What follows belongs to an exercise in optimizing a design on an open flow for small area; a production flow would make more cautious choices. At most, simulation tests tie the RTL to the original design; equivalence was not proved. The flow treats the clock pin as an ideal source, which a real chip does not have. No activity file was given, so power comes from the tool's default toggle rates.

Setup of before:
// fifo
module fifo (
	input [31:0] DI,
	input	RE,
	input	WE,
	input   clk,
	input	rst,
	output	[31:0] res,
	output	read_valid,
	output	r_err,
	output	w_err
);
	reg  [3:0]  rp, wp;
	reg  [31:0] mem [0:7];
	reg  [31:0] res_r;
	reg         rv_r;
	wire empty = (rp == wp);
	wire full  = (rp[2:0] == wp[2:0]) & (rp[3] ^ wp[3]);
	wire re_ok = RE & ~empty & ~rst;
	wire we_ok = WE & (~full | RE) & ~rst;
	assign r_err = RE & empty;
	assign w_err = WE & full;
	assign read_valid = rv_r;
	assign res = res_r;
	always @(posedge clk) begin
		if (rst) begin
			rp <= 4'd0;
			wp <= 4'd0;
		end else begin
			if (re_ok) rp <= rp + 4'd1;
			if (we_ok) wp <= wp + 4'd1;
		end
		rv_r <= re_ok;
	end
	always @(posedge clk)
		res_r <= mem[rp[2:0]];
	always @(posedge clk)
		if (we_ok) mem[wp[2:0]] <= DI;
endmodule
For scale: ~490 cells after synthesis, ~300 flip-flops, about 71 I/O pins, roughly 0.011 sq mm of cells after synthesis.
clock: 5.0 ns
lec_check: 0
cap_margin: 20
core_margin: 2
core_utilization: 40
slew_margin: 20
run.sh (not shown) runs the stock make flow with config.mk's settings and CLKGATE_MAP_FILE= SYNTH_SCRIPT=/design/flow/synth_recipe.tcl, a recipe that flattens the netlist after the stock synthesis.
For after, these inputs were changed with respect to before:
- changing CORE_UTILIZATION from 40 to 60
- setting CTS_BUF_LIST to sky130_fd_sc_hd__clkbuf_4 sky130_fd_sc_hd__clkbuf_2 for the first time
- setting ABC_AREA to 1 for the first time
## What came out
before was carried through to the last stage, and its layout satisfied the timing, DRC and antenna checks.
after ran to completion and came out clean on the timing, DRC and antenna checks.
Taking before as the reference, in after clock-buffer cell count increased 76; synthesized cell count increased 359; register fraction of the total cell area increased 0.77 points; count of different cell masters after synthesis decreased about 26%.
Going from before to after, number of instances in the placed design grows by 222.
Of before and after, before shows the lower fraction of power consumed by sequential logic, with after above it.
Met3 usage in global routing: after vs before up 2.5 points
Area overhead of the layout relative to synthesis down 3.0 points in after wrt before
Looking at later-pin clock latency in the skew report, after sits 110 ps higher than before does.
Function was not checked in any run of this note: the RTL went through the layout flow alone.

Another version of the RTL of fifo (not shown whole).
For scale: ~520 cells after synthesis, about 300 flip-flops, about 71 I/O pins.
Settings: LEC_CHECK=0, ABC_AREA=0, CAP_MARGIN=20, CORE_MARGIN=2, CORE_UTILIZATION=80, PLACE_DENSITY=0.9, SLEW_MARGIN=20, SYNTH_HIERARCHICAL=1, SYNTH_MINIMUM_KEEP_SIZE=0; clock period 5.0 ns.
standard.sh (not shown) runs the stock make flow with config.mk's settings and CLKGATE_MAP_FILE= SYNTH_SCRIPT=/design/flow/synth_recipe.tcl, a recipe that flattens the netlist after the stock synthesis.
==> flow/flow/run.sh <==
#!/bin/bash
# Standard ORFS layout, with the smallest buffer on the ports, a clock
# tree of small buffers without dummy loads, and a pass after CTS that
# swaps cells for lower-drive ones of the same function where slew,
# capacitance and timing stay within margins.
set -euo pipefail
export BUFFER_PORTS_ARGS="-buffer_cell sky130_fd_sc_hd__buf_1"
export CTS_ARGS="-sink_clustering_enable -repair_clock_nets -dont_use_dummy_load -buf_list {sky130_fd_sc_hd__clkbuf_4} -sink_clustering_size 10 -sink_clustering_max_diameter 100"
bash standard.sh cts > standard_cts.log 2>&1
R=orfs/results/sky130hd/fifo/base
DS_ODB=$R/4_cts.odb DS_SDC=$R/4_cts.sdc openroad -no_init -exit flow/downsize.tcl > downsize.log 2>&1
bash standard.sh > standard.log 2>&1
==> flow/flow/downsize.tcl <==
# Swap each logic and clock-tree cell for the smallest cell of its family
# (same function, lower drive) that keeps slew, capacitance and timing
# within margins. Reads and writes the odb named by DS_ODB.
set plat $::env(FLOW_HOME)/platforms/sky130hd
read_liberty $plat/lib/sky130_fd_sc_hd__tt_025C_1v80.lib
read_db $::env(DS_ODB)
read_sdc $::env(DS_SDC)
source $plat/setRC.tcl
set_propagated_clock [all_clocks]
estimate_parasitics -placement

set clk_slew_max 0.110
set slew_frac 0.2
set setup_min 0.3
set hold_min 0.05

proc max_clk_slew {} {
  set mx 0
  foreach p [get_pins -hierarchical */CLK] {
    set s [get_property $p slew_max]
    if {$s > $mx} { set mx $s }
  }
  return $mx
}

proc design_ok {} {
  global clk_slew_max slew_frac setup_min hold_min
  estimate_parasitics -placement
  if {[sta::max_slew_violation_count] > 0} { return 0 }
  if {[sta::max_capacitance_violation_count] > 0} { return 0 }
  if {[sta::max_slew_check_slack_limit] < $slew_frac} { return 0 }
  if {[sta::worst_slack_cmd max] < $setup_min * 1e-9} { return 0 }
  if {[sta::worst_slack_cmd min] < $hold_min * 1e-9} { return 0 }
  if {[max_clk_slew] > $clk_slew_max} { return 0 }
  return 1
}

puts "start: ok=[design_ok] clk slew [max_clk_slew] setup [sta::worst_slack_cmd max] hold [sta::worst_slack_cmd min]"
set saved 0.0
foreach inst [get_cells *] {
  set m [get_property $inst ref_name]
  if {![regexp {^(sky130_fd_sc_hd__[a-z0-9]+)_([0-9]+)$} $m -> base drv]} { continue }
  if {[string match "*df*" $base] || [string match "*tap*" $base] || [string match "*fill*" $base] || [string match "*decap*" $base] || [string match "*conb*" $base]} { continue }
  set a0 [get_property [get_lib_cells $m] area]
  set cands {}
  foreach lc [get_lib_cells ${base}_*] {
    set n [get_name $lc]
    if {![regexp "^${base}_\[0-9\]+\$" $n]} { continue }
    if {[get_property $lc dont_use]} { continue }
    set a [get_property $lc area]
    if {$a < $a0} { lappend cands [list $a $n] }
  }
  foreach c [lsort -real -index 0 $cands] {
    lassign $c a n
    replace_cell $inst $n
    if {[design_ok]} {
      set saved [expr {$saved + $a0 - $a}]
      puts "downsized [get_full_name $inst] $m -> $n"
      break
    }
    replace_cell $inst $m
  }
}
estimate_parasitics -placement
puts "end: saved $saved um2, clk slew [max_clk_slew] setup [sta::worst_slack_cmd max] hold [sta::worst_slack_cmd min]"
write_db $::env(DS_ODB)
The baseline went through all stages and came out clean.
==> next run, changes <==
--- a/flow/flow/run.sh
+++ b/flow/flow/run.sh
@@ -10,3 +10,3 @@
 R=orfs/results/sky130hd/fifo/base
-DS_ODB=$R/4_cts.odb DS_SDC=$R/4_cts.sdc openroad -no_init -exit flow/downsize.tcl > downsize.log 2>&1
+DS_SLEW_FRAC=0.1 DS_ODB=$R/4_cts.odb DS_SDC=$R/4_cts.sdc openroad -no_init -exit flow/downsize.tcl > downsize.log 2>&1
 bash standard.sh > standard.log 2>&1
--- a/flow/flow/downsize.tcl
+++ b/flow/flow/downsize.tcl
@@ -11,6 +11,7 @@
 
-set clk_slew_max 0.110
-set slew_frac 0.2
-set setup_min 0.3
-set hold_min 0.05
+proc envor {name def} { if {[info exists ::env($name)]} { return $::env($name) } { return $def } }
+set clk_slew_max [envor DS_CLK_SLEW 0.110]
+set slew_frac [envor DS_SLEW_FRAC 0.2]
+set setup_min [envor DS_SETUP 0.3]
+set hold_min [envor DS_HOLD 0.1]
 
@@ -26,3 +27,3 @@
 proc design_ok {} {
-  global clk_slew_max slew_frac setup_min hold_min
+  global clk_slew_max slew_frac cap_frac setup_min hold_min
   estimate_parasitics -placement
@@ -31,2 +32,3 @@
   if {[sta::max_slew_check_slack_limit] < $slew_frac} { return 0 }
+  if {[sta::max_capacitance_check_slack_limit] < $cap_frac} { return 0 }
   if {[sta::worst_slack_cmd max] < $setup_min * 1e-9} { return 0 }
@@ -37,2 +39,10 @@
 
+# never demand more than the layout already has
+estimate_parasitics -placement
+set clk_slew_max [expr {max($clk_slew_max, [max_clk_slew])}]
+set slew_frac [expr {min($slew_frac, [sta::max_slew_check_slack_limit])}]
+set cap_frac [expr {min($slew_frac, [sta::max_capacitance_check_slack_limit])}]
+set setup_min [expr {min($setup_min, [sta::worst_slack_cmd max] * 1e9)}]
+set hold_min [expr {min($hold_min, [sta::worst_slack_cmd min] * 1e9)}]
+puts "limits: clk slew $clk_slew_max slew frac $slew_frac setup $setup_min hold $hold_min"
 puts "start: ok=[design_ok] clk slew [max_clk_slew] setup [sta::worst_slack_cmd max] hold [sta::worst_slack_cmd min]"
Settings changed: CAP_MARGIN 20 to 5, CORE_UTILIZATION 80 to 70, PLACE_DENSITY 0.9 to default, SLEW_MARGIN 20 to 5.
Result: Die area climbs by 14%. Cell area drops by 0.54%. Total power drops by 1.9%. First-iteration DRC count drops by 23%. Clock-buffer cell count is unchanged. Global-route usage drops by 5.9 points. Clock skew climbs by 0.065 ns.
==> next run, changes <==
--- a/flow/flow/run.sh
+++ b/flow/flow/run.sh
@@ -10,3 +10,3 @@
 R=orfs/results/sky130hd/fifo/base
-DS_SLEW_FRAC=0.1 DS_ODB=$R/4_cts.odb DS_SDC=$R/4_cts.sdc openroad -no_init -exit flow/downsize.tcl > downsize.log 2>&1
+DS_ODB=$R/4_cts.odb DS_SDC=$R/4_cts.sdc openroad -no_init -exit flow/downsize.tcl > downsize.log 2>&1
 bash standard.sh > standard.log 2>&1
--- a/flow/flow/downsize.tcl
+++ b/flow/flow/downsize.tcl
@@ -11,7 +11,6 @@
 
-proc envor {name def} { if {[info exists ::env($name)]} { return $::env($name) } { return $def } }
-set clk_slew_max [envor DS_CLK_SLEW 0.110]
-set slew_frac [envor DS_SLEW_FRAC 0.2]
-set setup_min [envor DS_SETUP 0.3]
-set hold_min [envor DS_HOLD 0.1]
+set clk_slew_max 0.110
+set slew_frac 0.2
+set setup_min 0.3
+set hold_min 0.05
 
@@ -27,3 +26,3 @@
 proc design_ok {} {
-  global clk_slew_max slew_frac cap_frac setup_min hold_min
+  global clk_slew_max slew_frac setup_min hold_min
   estimate_parasitics -placement
@@ -32,3 +31,2 @@
   if {[sta::max_slew_check_slack_limit] < $slew_frac} { return 0 }
-  if {[sta::max_capacitance_check_slack_limit] < $cap_frac} { return 0 }
   if {[sta::worst_slack_cmd max] < $setup_min * 1e-9} { return 0 }
@@ -39,10 +37,2 @@
 
-# never demand more than the layout already has
-estimate_parasitics -placement
-set clk_slew_max [expr {max($clk_slew_max, [max_clk_slew])}]
-set slew_frac [expr {min($slew_frac, [sta::max_slew_check_slack_limit])}]
-set cap_frac [expr {min($slew_frac, [sta::max_capacitance_check_slack_limit])}]
-set setup_min [expr {min($setup_min, [sta::worst_slack_cmd max] * 1e9)}]
-set hold_min [expr {min($hold_min, [sta::worst_slack_cmd min] * 1e9)}]
-puts "limits: clk slew $clk_slew_max slew frac $slew_frac setup $setup_min hold $hold_min"
 puts "start: ok=[design_ok] clk slew [max_clk_slew] setup [sta::worst_slack_cmd max] hold [sta::worst_slack_cmd min]"
Settings changed: CAP_MARGIN 5 to 20, SLEW_MARGIN 5 to 20.
The new run completed with no timing, DRC or antenna violations.
Final area barely changes.
Wire length came out lower by about 0.3%.
Power stays flat.
Final cell count barely changes.
First-iteration DRC count came out higher by about 12%.

==> afterwards: timing with drivers on the ports <==
The flow's constraints put no driver on any port. The routed layouts listed below were extracted and timed again, unchanged, in two steps.
Step 1: set_driving_cell puts a clkbuf_16 on clk and a buf_2 on each other input, an assumption about the parent block.
Step 2 moves the port delays by t, midway between the first and last clock arrival at a register: inputs arrive t later, outputs are due t later. That takes back most of the time a late clock gives input paths.
Slacks: no drivers / after step 1 / after step 2; pairs: no drivers / after step 1.
run	t, ns	slack for setup (ns)	worst setup path after step 2	clock arrival spread, ns
before	0.583	1.405 / 1.360 / 1.218	input to register	0.019 / 0.019
after	0.677	1.349 / 1.311 / 1.418	input to register	0.044 / 0.044
the first run of note 2	0.607	2.132 / 2.097 / 2.234	input to register	0.059 / 0.059
the second run of note 2	0.953	1.696 / 1.662 / 2.171	input to register	0.125 / 0.124
the third run of note 2	0.961	1.700 / 1.666 / 2.174	input to register	0.119 / 0.119
After both steps every run listed still meets setup and hold. For before, which loses most, drivers alone change the setup slack by -0.045 ns; drivers and shift together by -0.187 ns.
